Background: an optimization exercise with open tools, aiming at small area. Do not read the settings as production practice. In this exercise RTL edits were held to simulation tests only and were not proved equivalent to the original. Power and IR drop assume default switching activity.

==> flow/design.v <==
module SevenHexDecoder(
	input [3:0] i_hex,
  input i_on,
	output logic [6:0] o_seven_ten,
	output logic [6:0] o_seven_one
);
	parameter D0 = 7'b1000000;
	parameter D1 = 7'b1111001;
	parameter D2 = 7'b0100100;
	parameter D3 = 7'b0110000;
	parameter D4 = 7'b0011001;
	parameter D5 = 7'b0010010;
	parameter D6 = 7'b0000010;
	parameter D7 = 7'b1011000;
	parameter D8 = 7'b0000000;
	parameter D9 = 7'b0010000;
	always_comb begin
    if (i_on) begin
      case(i_hex)
        4'h0: begin o_seven_ten = D0; o_seven_one = D0; end
        4'h1: begin o_seven_ten = D0; o_seven_one = D1; end
        4'h2: begin o_seven_ten = D0; o_seven_one = D2; end
        4'h3: begin o_seven_ten = D0; o_seven_one = D3; end
        4'h4: begin o_seven_ten = D0; o_seven_one = D4; end
        4'h5: begin o_seven_ten = D0; o_seven_one = D5; end
        4'h6: begin o_seven_ten = D0; o_seven_one = D6; end
        4'h7: begin o_seven_ten = D0; o_seven_one = D7; end
        4'h8: begin o_seven_ten = D0; o_seven_one = D8; end
        4'h9: begin o_seven_ten = D0; o_seven_one = D9; end
        4'ha: begin o_seven_ten = D1; o_seven_one = D0; end
        4'hb: begin o_seven_ten = D1; o_seven_one = D1; end
        4'hc: begin o_seven_ten = D1; o_seven_one = D2; end
        4'hd: begin o_seven_ten = D1; o_seven_one = D3; end
        4'he: begin o_seven_ten = D1; o_seven_one = D4; end
        4'hf: begin o_seven_ten = D1; o_seven_one = D5; end
      endcase
    end
    else begin
      o_seven_ten = '1;
      o_seven_one = '1;
    end
	end
endmodule
module Debounce(
	input i_in,
	input i_clk,
	input i_rst,
	output o_debounced,
	output o_neg,
	output o_pos
);
	parameter CNT_N = 7;
	localparam CNT_BIT = $clog2(CNT_N+1);
	logic o_debounced_r, o_debounced_w;
	logic [CNT_BIT-1:0] counter_r, counter_w;
	logic neg_r, neg_w, pos_r, pos_w;
	assign o_debounced = o_debounced_r;
	assign o_pos = pos_r;
	assign o_neg = neg_r;
	always_comb begin
		pos_w = ~o_debounced_r &  o_debounced_w;
		neg_w =  o_debounced_r & ~o_debounced_w;
		if (i_in != o_debounced_r) begin
			counter_w = counter_r - 1;
		end else begin
			counter_w = CNT_N;
		end
		if (counter_r == 0) begin
			o_debounced_w = ~o_debounced_r;
		end else begin
			o_debounced_w = o_debounced_r;
		end
	end
	always_ff @(posedge i_clk) begin
		if (i_rst) begin
			o_debounced_r <= 1'b1;
			counter_r <= CNT_N;
			neg_r <= 1'b0;
			pos_r <= 1'b0;
		end else begin
			o_debounced_r <= o_debounced_w;
			counter_r <= counter_w;
			neg_r <= neg_w;
			pos_r <= pos_w;
		end
	end
endmodule
module RngGen(
    input i_clk,
    input i_rst,
    output [3:0] o_rnd
);
parameter a = 32'd22695477;
parameter b = 32'd1; 
parameter period = 32'd9;
reg [15:0] counter;
reg [31:0] state;
always @(posedge i_clk) begin
    if (i_rst) begin
        state <= '0;
        counter <= '0;
    end
    else if (counter == period) begin
        state <= (a * state + b);
        counter <= 0;
    end
    else 
        counter <= counter + 1;
end
assign o_rnd = state[19:16];
endmodule
module Top(
    input i_clk,
    input i_rst,
    input i_start,
    output [3:0] o_random_out,
    output o_led_on
);
reg [31:0] s_clock;
reg [3:0] cur_number;
reg [3:0] final_number;
reg [3:0] ticks_cnt;
reg [31:0] cur_tick_clocks;
wire [3:0] random;
parameter IDLE = 2'b00;
parameter START = 2'b01;
parameter BLINK = 2'b11;
parameter total_ticks_cnt = 4'd15;
parameter init_tick_clocks = (1 << 13);
parameter blink_tick_clocks = (32'd1 << 15);
wire tick_ended, process_ended;
assign tick_ended = (s_clock == cur_tick_clocks);
assign process_ended = (tick_ended && ticks_cnt == total_ticks_cnt);
reg is_on;
reg [1:0] cur_state;
RngGen rngGen(
    .i_clk(i_clk),
    .i_rst(i_rst),
    .o_rnd(random)
);
always @(posedge i_clk) begin
    if (i_rst) begin
        cur_state <= IDLE;
        s_clock <= '0;
        ticks_cnt <= '0;
        cur_tick_clocks <= '0;
        cur_number <= '0;
        final_number <= '0;
        is_on <= 1;
    end
    else if (i_start == 1) begin 
        cur_state <= START;
        s_clock <= '0;
        ticks_cnt <= '0;
        cur_tick_clocks <= init_tick_clocks;
        is_on <= 1;
    end
    else begin
        s_clock <= s_clock + 1;
        if (cur_state == START) begin
            if (tick_ended) begin
                cur_number <= random;
                ticks_cnt <= ticks_cnt + 1;
                s_clock <= 0;
                cur_tick_clocks <= (cur_tick_clocks >> 3) * 9;
            end 
            if (process_ended) begin
                cur_state <= BLINK;
                final_number <= random;
                s_clock <= 0;
                ticks_cnt <= 6;
                cur_tick_clocks <= blink_tick_clocks;
                is_on <= 1;
            end
        end
        else if (cur_state == BLINK) begin
            if (tick_ended) begin
                is_on <= ~is_on;
                ticks_cnt <= ticks_cnt + 1;
                s_clock <= 0;
            end
            if (process_ended) begin
                cur_state <= IDLE;
            end
        end
    end
end
assign o_random_out = cur_number;
assign o_led_on = is_on;
endmodule
module lab1_chip(
	input        clk,
	input        rst,
	input        key0,
	output [6:0] hex0,
	output [6:0] hex1
);
	logic keydown;
	logic [3:0] random_value;
	wire led_on;
	Debounce deb0(
		.i_in(key0),
		.i_clk(clk),
		.i_rst(rst),
		.o_debounced(),
		.o_neg(keydown),
		.o_pos()
	);
	Top top0(
		.i_clk(clk),
		.i_rst(rst),
		.i_start(keydown),
		.o_random_out(random_value),
		.o_led_on(led_on)
	);
	SevenHexDecoder seven_dec0(
		.i_hex(random_value),
		.i_on(led_on),
		.o_seven_ten(hex1),
		.o_seven_one(hex0)
	);
endmodule
==> flow/run.sh <==
#!/bin/bash
# synth_recipe.tcl (not shown) runs the flow's synth.tcl, then flattens the netlist and writes it again
# the make line also repeats each setting of config.mk as NAME=value (left out here)
make -C /OpenROAD-flow-scripts/flow DESIGN_CONFIG=/design/flow/config.mk WORK_HOME=/design/flow/orfs CLKGATE_MAP_FILE= SYNTH_SCRIPT=/design/flow/synth_recipe.tcl finish
==> flow/config.mk <==
export PLATFORM = sky130hd
export DESIGN_NAME = lab1_chip
export DESIGN_NICKNAME = lab1_chip
export VERILOG_FILES = /design/flow/design.v
export SDC_FILE = /design/flow/constraint.sdc
export NUM_CORES = 4
export LEC_CHECK = 0
export CAP_MARGIN = 20
export CORE_MARGIN = 2
export CORE_UTILIZATION = 40
export SLEW_MARGIN = 20
==> flow/constraint.sdc <==
create_clock -name core_clock -period 7.0 [get_ports {clk}]
set_input_delay 1.4000 -clock core_clock [delete_from_list [all_inputs] [get_ports {clk}]]
set_output_delay 1.4000 -clock core_clock [all_outputs]
set_load 0.01 [all_outputs]
==> results.toml <==
[global_routing]
antenna_found_initial = 0
grt_use_met2_pct = 29.07
grt_max_degree = 38
track_usage_pct = 17.44
first_global_vias = 7691
grt_util_met1_pct = 23.53
grt_use_met3_pct = 2.536
grt_pass1_wl_mm = 37.83
busiest_layer = "met2"
globalRouteOverflowTotal = 0

[floorplan]
initial_core_util_pct = 40.94
rows = 58
io_pins = 17
dieWidth_um = 165
dieArea_sq_um = 27230
core_area_sq_um = 25330
die_height_um = 165

[drt]
ant_nets = 0
via_per_inst = 5.114
drc = 0
vias = 7839
totalWireLength_mm = 22.29
drt_iter0_drc = 413
wire_per_inst_um = 14.54
firstDrtPassIters = 4

[logic_synthesis]
syn-cell-area_sq_um = 10370
async_flop_share_pct = 0
syn-mean-instance-area_sq_um = 8.750
syn-num-nets = 1405
ys_ff_latch = 124
yosys_warnings = 4
syn_inst = 1185
synth_edf_count = 0
synth_seq_area_share_pct = 23.94
synth_ff_type = "dfxtp_1"
ys_types = 65

[worst_setup_path]
critPathArrivalTime_ns = 5.63
critPathTopFamily = "adder cells"
slowest_stage = "fa_1"
cp_num_buf_inv = 4
r2r_slack_ns = 1.73
required_ns = 7.36
r2r-start = "top0.rngGen.state[9]"
start_kind = "flop"
crit_chain = "ha_1, fa_1, fa_1, ha_1, inv_1, fa_1, inv_1, fa_1, inv_1, fa_1, inv_1, ha_1, o21a_1, o21ai_0, o21ai_0, nand2_1, nor4b_1, o31a_1"
r2r_end = "top0.rngGen.state[18]"
cp_slowest_stage_delay_ns = 0.54
cp-end-kind = "flop"
cpMostUsedCell = "fa_1"
path_max_fanout = 6
ff2ff_path_depth = 18
criticalPathCategory = "reg2reg"

[pwr]
powerDensity_nw_per_um2 = 141.9
power_leakage_uw = 0.005365
ir_drop_v = 0.0001737

[placement]
dpl_worst_slack_ns = 1.812
detailed_place_hpwl_mm = 17.21
io_buffer_count = 15
dp.cells = 1501
place_congestion = 0.8717
dpl_cell_area_sq_um = 10800

[final_layout]
num_antenna_cells = 0
drive_above_1_share_pct = 4.239
design_area_sq_um = 11370
mostFrequentLayoutCell = "ha_1"
synthToLayoutAreaGrowth_pct = 9.666
fin_cells = 1533
final_cell_mix = "167 x ha_1, 130 x inv_1, 124 x dfxtp_1, 117 x nor2_1, 86 x xnor2_1"
finalNetCount = 1410

[sta]
rsz0062_at_grt = "no"
hold_viol = 0
tightest_slew_ns = 0.8401
min_period_ns = 5.272
final.setup.worst_slack_ns = 1.728
skew_ns = 0.01317
final_max_slew_viol_count = 0
setup_viol = 0
tns_ns = 0
fmax_mhz = 189.7
period_share_pct = 75.31
max_slew_margin_pct = 43.79

[cts]
htreeDepth = 4
cts_tree = "yes"
postCtsHoldBufs = 0
cts_buffers = 17
clk_pin_slew_ns = 0.07
cts_buffer_depth = 2
cts.sinks = 124
cts_setup_buffers = 0
cts-root-buf = "clkbuf_16"
cts_resized = 0
clk_latency_ns = 0.42

[min_path]
holdCritStartpoint = "deb0.counter_r[0]"
min_to = "deb0.counter_r[0]"
hold_class = "reg2reg"
hold-path-cell-count = 1

[run]
cap_violations = 0

[outcome]
outcome = "timing/DRC/antenna clean"
cell families (layout without fill, tap and decap cells):
| kind of cell | Yosys count | count (layout) | share of synthesized area [%] |
|---|---|---|---|
| AND/OR/NAND/NOR | 349 | 349 | 16.15 |
| adder cells (fa/ha/maj) | 217 | 217 | 29.81 |
| AO/OA/AOI/OAI | 179 | 179 | 10.79 |
| buffers and inverters | 166 | 184 | 6.432 |
| XOR/XNOR | 133 | 133 | 11.23 |
| flip-flops | 124 | 124 | 23.94 |
| multiplexers | 16 | 16 | 1.617 |
| other | 1 | 1 | 0.03617 |
cell usage after synthesis, types with 7 or more instances:
cell	number	share of area (%)
o21ai_1	19	0.92
fa_1	50	9.7
dfxtp_1	124	24
a21o_1	12	0.87
a21oi_1	66	3.2
and3_1	14	0.84
inv_1	130	4.7
nand4_1	21	1.3
xor2_1	47	4.0
xnor2_1	86	7.3
buf_2	8	0.39
nor2b_1	11	0.66
nand3_1	40	1.9
buf_4	7	0.51
nand2_1	76	2.8
mux2i_1	14	1.4
nor3_1	11	0.53
ha_1	167	20
nor2_1	117	4.2
a211o_1	7	0.59
clkbuf_1	16	0.58
or3_1	9	0.54
nand2b_1	16	0.97
o21ai_0	25	1.2
routing by layer:
| metal | share of wire, % | vias to the layer above |
|---|---|---|
| met3 | 2.3 | 19 |
| met4 | 1.7 | 0 |
| li1 | - | 4017 |
| met1 | 50 | 3716 |
| met5 | 0 | - |
| met2 | 46 | 87 |
registers in the layout, summed over array words and instances (netlist names), named ones only:
register,cells
deb0.counter_r,3
deb0.neg_r,1
deb0.o_debounced_r,1
top0.cur_number,4
top0.cur_state,2
top0.cur_tick_clocks,32
top0.is_on,1
top0.rngGen.counter,16
top0.rngGen.state,20
top0.s_clock,32
top0.ticks_cnt,4
final cells by class:
class / count / area (sq um)
clock buffers: 17 / 425.4
inverters: 132 / 495.5
repair buffers: 20 / 187.7
fillers: 2478 / 13960
flip-flops and latches: 124 / 2482
multi-input cells: 895 / 7219
well taps: 330 / 412.9
clock inverters: 15 / 147.6
power breakdown:
group | internal (uW) | switching [uW] | total [uW]
registers | 709 | 4.37 | 713
clock network | 500 | 370 | 870
logic | 9.34 | 20.5 | 29.8
total | 1220 | 395 | 1610
how the worst max path moves through the flow:
stage / startpoint / endpoint / slack (ns) / depth (start not counted)
after floorplan: top0.rngGen.state[6] / top0.rngGen.state[19] / 2.13 / 21
after global placement: top0.rngGen.state[5] / top0.rngGen.state[19] / 1.84 / 21
after detailed placement: top0.rngGen.state[6] / top0.rngGen.state[19] / 1.81 / 21
after CTS: top0.rngGen.state[9] / top0.rngGen.state[18] / 1.72 / 18
after global routing: top0.rngGen.state[5] / top0.rngGen.state[19] / 1.41 / 21
final: top0.rngGen.state[9] / top0.rngGen.state[18] / 1.73 / 18
stage by stage:
stage | hold WS (ns) | total power (uW) | util (%)
floorplan | 0.3579 | 750.3 | -
global placement | 0.3661 | 759.5 | 42.63
detailed placement | 0.3728 | 759.8 | 42.63
CTS | 0.3877 | 1633 | 44.90
global route | 0.3967 | 1667 | 44.90
finish | 0.3835 | 1613 | 44.90
worst reg2reg max path, stage by stage (launching register included):
cell	delay, ns
dfxtp_1	0.50
ha_1	0.34
fa_1	0.49
fa_1	0.50
ha_1	0.15
inv_1	0.06
fa_1	0.53
inv_1	0.05
fa_1	0.49
inv_1	0.06
fa_1	0.54
inv_1	0.05
ha_1	0.30
o21a_1	0.15
o21ai_0	0.11
o21ai_0	0.28
nand2_1	0.11
nor4b_1	0.33
o31a_1	0.17

-- port drivers added, routing unchanged --
Ports are ideal in the flow. The routed layout listed here was re-timed in OpenROAD.
Step 1: set_driving_cell puts a clkbuf_16 on clk and a buf_2 on each other input, an assumption about the parent block.
Step 2 adds t to the input delays and takes it off the output delays; t is the mean of the earliest and latest rising clock arrival at the registers after step 1. Input paths then give back, and output paths get back, about the clock's delay inside the block.
Slacks: ideal / step 1 / step 2; pairs: ideal / step 1.
t (ns): 0.462
slack for setup (ns): 1.728 / 1.728 / 1.728
hold slack, ns: 0.384 / 0.384 / 0.384
slew at the worst register clock pin (ns): 0.07 / 0.07
cell pins on the clock port's net: 1
After both steps this run still meets setup and hold. The setup slack of this run moves by 0.000 ns with the drivers and by 0.000 ns with both steps.
